This is an optimization exercise on Yosys and OpenROAD, whose aim is small area, not a production implementation.
In this exercise RTL edits were held to simulation tests only and were not proved equivalent to the original.

run B:
Design dpc_5x5, start of the top module:
module dpc_5x5(
	input			clk,
	input			reset_n,
	input			bayer_format,
	input	[7:0]	i_dpc_threshold,
	input	[2:0]	i_video_syn,
	input	[7:0]	i_data_r0,
	input	[7:0]	i_data_r1,
	input	[7:0]	i_data_r2,
	input	[7:0]	i_data_r3,
	input	[7:0]	i_data_r4,
	output	[2:0]	o_video_sync,
	output	[7:0]	o_data
);
For scale: ~1500 cells after synthesis, roughly 330 flip-flops, roughly 65 I/O pins, about 13000 sq um of cells after synthesis.
clock: 3.5 ns
lec_check: 0
abc_area: 1
cap_margin: 20
core_margin: 2
core_utilization: 40
cts_cluster_diameter: 100
cts_cluster_size: 30
gpl_timing_driven: 0
slew_margin: 20
run.sh (not shown) runs the stock make flow with config.mk's settings and CLKGATE_MAP_FILE= SYNTH_SCRIPT=/design/flow/synth_recipe.tcl, a recipe that flattens the netlist after the stock synthesis.
Relative to run B, the following input files were edited for run D:
diff --git a/flow/config.mk b/flow/config.mk
--- a/flow/config.mk
+++ b/flow/config.mk
@@ -11,5 +11,2 @@
 export CORE_UTILIZATION = 40
-export CTS_CLUSTER_DIAMETER = 100
-export CTS_CLUSTER_SIZE = 30
-export GPL_TIMING_DRIVEN = 0
 export SLEW_MARGIN = 20
==> comparison <==
Row pin count of the biggest net entering global routing: run D higher / run B lower. Between run D and run B, it is run D whose clock distribution area overhead in the final layout is higher, by 4.5 points. Taking run B as the reference, in run D routed wire length decreased about 0.9%, first-iteration DRC count decreased 74. Count of clock-net buffers in the final layout delta for run D relative to run B: 31 higher. | delay of the slowest critical-path stage | run D vs run B | 30 ps lower |. Of the two candidates, run B has the better design area and run D the worse one.


dpc_5x5, a different RTL version from the one above (not shown whole).
For scale: roughly 1,600 cells after synthesis, roughly 0.012 mm^2 of cells after synthesis.
clock: 3.5 ns
lec_check: 0
abc_area: 1
cap_margin: 20
core_margin: 2
core_utilization: 40
cts_cluster_diameter: 100
cts_cluster_size: 30
slew_margin: 20
standard.sh (not shown) runs the stock make flow with config.mk's settings and CLKGATE_MAP_FILE= SYNTH_SCRIPT=/design/flow/synth_recipe.tcl, a recipe that flattens the netlist after the stock synthesis.
==> flow/flow/run.sh <==
#!/bin/bash
# Layout flow: the standard synthesis, then the combinational logic of
# the synthesised netlist is mapped again (remap.tcl); registers are left
# exactly as the standard synthesis made them. The re-mapped netlist is used
# only if Yosys proves it equivalent to the standard one (check.tcl). The
# rest is the standard layout (floorplan to finish), with the port buffers
# made of the smallest buffer cell. Each tool writes its own log here.
set -euo pipefail
R=orfs/results/${FLOW_PLATFORM}/dpc_5x5/base

# 1. standard synthesis
bash standard.sh synth > log_synth.txt 2>&1

# 2. map the combinational logic again, keep it if proven equivalent
cp "$R/1_2_yosys.v" log_1_2_yosys_standard.v
if yosys -c flow/remap.tcl > log_remap.txt 2>&1 && yosys -c flow/check.tcl > log_check.txt 2>&1; then
	echo "re-mapped netlist proven equivalent; using it" > log_choice.txt
	cp remap_out.v "$R/1_2_yosys.v"
	rm -f "$R/1_synth.odb" "$R/1_synth.sdc"
else
	echo "re-mapped netlist not used; keeping the standard netlist" > log_choice.txt
fi

# 3. the rest of the standard layout
bash standard.sh "BUFFER_PORTS_ARGS=-buffer_cell sky130_fd_sc_hd__buf_1" finish > log_layout.txt 2>&1
==> flow/flow/check.tcl <==
# Prove that the re-mapped netlist (remap_out.v) does what the standard
# synthesis netlist does: registers and ports are paired by name, internal
# nets are not, and equiv_status fails if any pair is not proven.
yosys -import
set lib $::env(FLOW_HOME)/platforms/$::env(FLOW_PLATFORM)/lib/sky130_fd_sc_hd__tt_025C_1v80.lib
set top $::env(FLOW_TOP)

foreach {name file} [list gold log_1_2_yosys_standard.v gate remap_out.v] {
	design -reset
	read_liberty -ignore_miss_func $lib
	read_verilog $file
	hierarchy -top $top
	flatten
	async2sync
	yosys rename -hide w:_*
	opt_clean
	yosys rename $top $name
	design -stash $name
}
design -reset
design -copy-from gold -as gold gold
design -copy-from gate -as gate gate
equiv_make gold gate equiv
hierarchy -top equiv
equiv_simple -seq 2
equiv_induct -seq 2
equiv_status -assert
==> flow/flow/remap.abc <==
strash
dc2
dch
map -B 0.9
topo
stime -c
buffer -c
upsize -c
dnsize -c
==> flow/flow/remap.tcl <==
# Map the combinational part of the standard synthesis netlist again: the
# adder cells that synthesis extracted are dissolved into plain logic and
# ABC maps all logic between the registers again (a dc2 rewrite, then the
# same mapping script as the standard synthesis),
# with its delay target and constraints. Flip-flops are
# kept as cells (same names and types); only the logic between them changes.
yosys -import
set lib $::env(FLOW_HOME)/platforms/$::env(FLOW_PLATFORM)/lib/sky130_fd_sc_hd__tt_025C_1v80.lib
set top $::env(FLOW_TOP)
set net orfs/results/$::env(FLOW_PLATFORM)/dpc_5x5/base/1_2_yosys.v

read_liberty -ignore_miss_func $lib
read_verilog $net
hierarchy -top $top
# keep every sequential cell as it is
setattr -mod -set keep_hierarchy 1 sky130_fd_sc_hd__df* sky130_fd_sc_hd__edf* sky130_fd_sc_hd__sdf* sky130_fd_sc_hd__dl* sky130_fd_sc_hd__sdl*
flatten
opt_clean
stat -liberty $lib

set dont_use {}
foreach c {probe_p_8 probec_p_8 lpflow_*} { lappend dont_use -dont_use sky130_fd_sc_hd__$c }
abc -script flow/remap.abc -liberty $lib {*}$dont_use -constr flow/abc.constr -D [expr {int($::env(FLOW_PERIOD_NS) * 1000)}]
opt_clean -purge
stat -liberty $lib
select $top
write_verilog -noattr -noexpr -nohex -nodec -selected remap_out.v
Other scripts of this flow, unchanged in this note and not shown: flow/flow/abc.constr
Next try:
==> flow/flow/run.sh (replaced) <==
#!/bin/bash
# Layout flow: the standard synthesis, then the combinational logic of
# the synthesised netlist is mapped again; registers are
# left exactly as the standard synthesis made them. The rest is the standard
# layout (floorplan to finish). Each tool writes its own log here.
set -euo pipefail
R=orfs/results/${FLOW_PLATFORM}/dpc_5x5/base

# 1. standard synthesis
bash standard.sh synth > log_synth.txt 2>&1

# 2. map the combinational logic again
cp "$R/1_2_yosys.v" log_1_2_yosys_standard.v
yosys -c flow/remap.tcl > log_remap.txt 2>&1
cp remap_out.v "$R/1_2_yosys.v"
rm -f "$R/1_synth.odb" "$R/1_synth.sdc"

# 3. the rest of the standard layout
bash standard.sh > log_layout.txt 2>&1
==> flow/flow/remap.abc (replaced) <==
strash
dch
map -D 3000
topo
stime -c
buffer -c
upsize -c
dnsize -c
--- a/flow/flow/remap.tcl
+++ b/flow/flow/remap.tcl
@@ -2,5 +2,4 @@
 # adder cells that synthesis extracted are dissolved into plain logic and
-# ABC maps all logic between the registers again (a dc2 rewrite, then the
-# same mapping script as the standard synthesis),
-# with its delay target and constraints. Flip-flops are
+# ABC maps all logic between the registers again, with an ABC script that maps for area under a required time,
+# and the constraints of the standard synthesis. Flip-flops are
 # kept as cells (same names and types); only the logic between them changes.
removed: flow/flow/check.tcl
What happened: Now the flow completed, yet does not pass: setup timing; register-to-register slack degrades by 0.50 ns; worst setup slack is worse by 0.50 ns; global-route usage went up by 0.84 points.
Next try:
--- a/flow/flow/run.sh
+++ b/flow/flow/run.sh
@@ -2,5 +2,6 @@
 # Layout flow: the standard synthesis, then the combinational logic of
-# the synthesised netlist is mapped again; registers are
+# the synthesised netlist is mapped again (see remap.tcl); registers are
 # left exactly as the standard synthesis made them. The rest is the standard
-# layout (floorplan to finish). Each tool writes its own log here.
+# layout (floorplan to finish), with the port buffers made of the smallest
+# buffer cell. Each tool writes its own log here.
 set -euo pipefail
@@ -18,2 +19,2 @@
 # 3. the rest of the standard layout
-bash standard.sh > log_layout.txt 2>&1
+bash standard.sh "BUFFER_PORTS_ARGS=-buffer_cell sky130_fd_sc_hd__buf_1" finish > log_layout.txt 2>&1
==> flow/flow/remap.abc (replaced) <==
strash
dch
map -B 0.9
topo
stime -c
buffer -c
upsize -c
dnsize -c
--- a/flow/flow/remap.tcl
+++ b/flow/flow/remap.tcl
@@ -2,4 +2,4 @@
 # adder cells that synthesis extracted are dissolved into plain logic and
-# ABC maps all logic between the registers again, with an ABC script that maps for area under a required time,
-# and the constraints of the standard synthesis. Flip-flops are
+# ABC maps all logic between the registers again, with the same ABC script,
+# delay target and constraints as the standard synthesis. Flip-flops are
 # kept as cells (same names and types); only the logic between them changes.
Now the flow finished clean.
Register-to-register slack improved by 0.46 ns.
Final area went down by 4.7%.
Synthesized cell count went up by 19%.
Wire length went up by 2.8%.
Count of clock-buffer cells in the layout stays the same.
Global-route usage went down by 0.65 points.
Next try:
==> flow/flow/run.sh (replaced) <==
#!/bin/bash
# Layout flow: the standard synthesis, then the combinational logic of
# the synthesised netlist is mapped again; registers are
# left exactly as the standard synthesis made them. The rest is the standard
# layout (floorplan to finish). Each tool writes its own log here.
set -euo pipefail
R=orfs/results/${FLOW_PLATFORM}/dpc_5x5/base

# 1. standard synthesis
bash standard.sh synth > log_synth.txt 2>&1

# 2. map the combinational logic again
cp "$R/1_2_yosys.v" log_1_2_yosys_standard.v
yosys -c flow/remap.tcl > log_remap.txt 2>&1
cp remap_out.v "$R/1_2_yosys.v"
rm -f "$R/1_synth.odb" "$R/1_synth.sdc"

# 3. the rest of the standard layout
bash standard.sh > log_layout.txt 2>&1
The changed run produced a clean layout.
Critical path depth stays the same.
Routed wire length rose by 1.9%.

[afterwards: timing with drivers on the ports]
No port has a modelled driver above. Below, the same layouts with a new extraction and two added sets of constraints.
Step 1, drivers: a clkbuf_16 drives clk and a buf_2 each remaining input, both assumed.
Step 2 moves the port delays by t, midway between the first and last clock arrival at a register: inputs arrive t later, outputs are due t later. That takes back most of the time a late clock gives input paths.
Three values: ideal ports, drivers, drivers and shift; two values: the first two.
run | t, ns | slack for setup (ns) | worst hold slack (ns) | worst setup path after step 2 | worst slew at a driven data input, ns
run B | 0.567 | 0.076 / 0.076 / 0.076 | 0.331 / 0.331 / 0.331 | register to register | 0.04
run D | 0.561 | 0.180 / 0.180 / 0.180 | 0.246 / 0.220 / 0.323 | register to register | 0.04
the first run of note 2 | 0.546 | 0.306 / 0.306 / 0.306 | 0.279 / 0.249 / 0.331 | register to register | 0.05
the second run of note 2 | 0.550 | -0.193 / -0.193 / -0.193 | 0.332 / 0.332 / 0.332 | register to register | 0.07
the third run of note 2 | 0.546 | 0.266 / 0.266 / 0.266 | 0.275 / 0.250 / 0.326 | register to register | 0.04
the fourth run of note 2 | 0.552 | 0.230 / 0.230 / 0.230 | 0.318 / 0.318 / 0.318 | register to register | 0.05
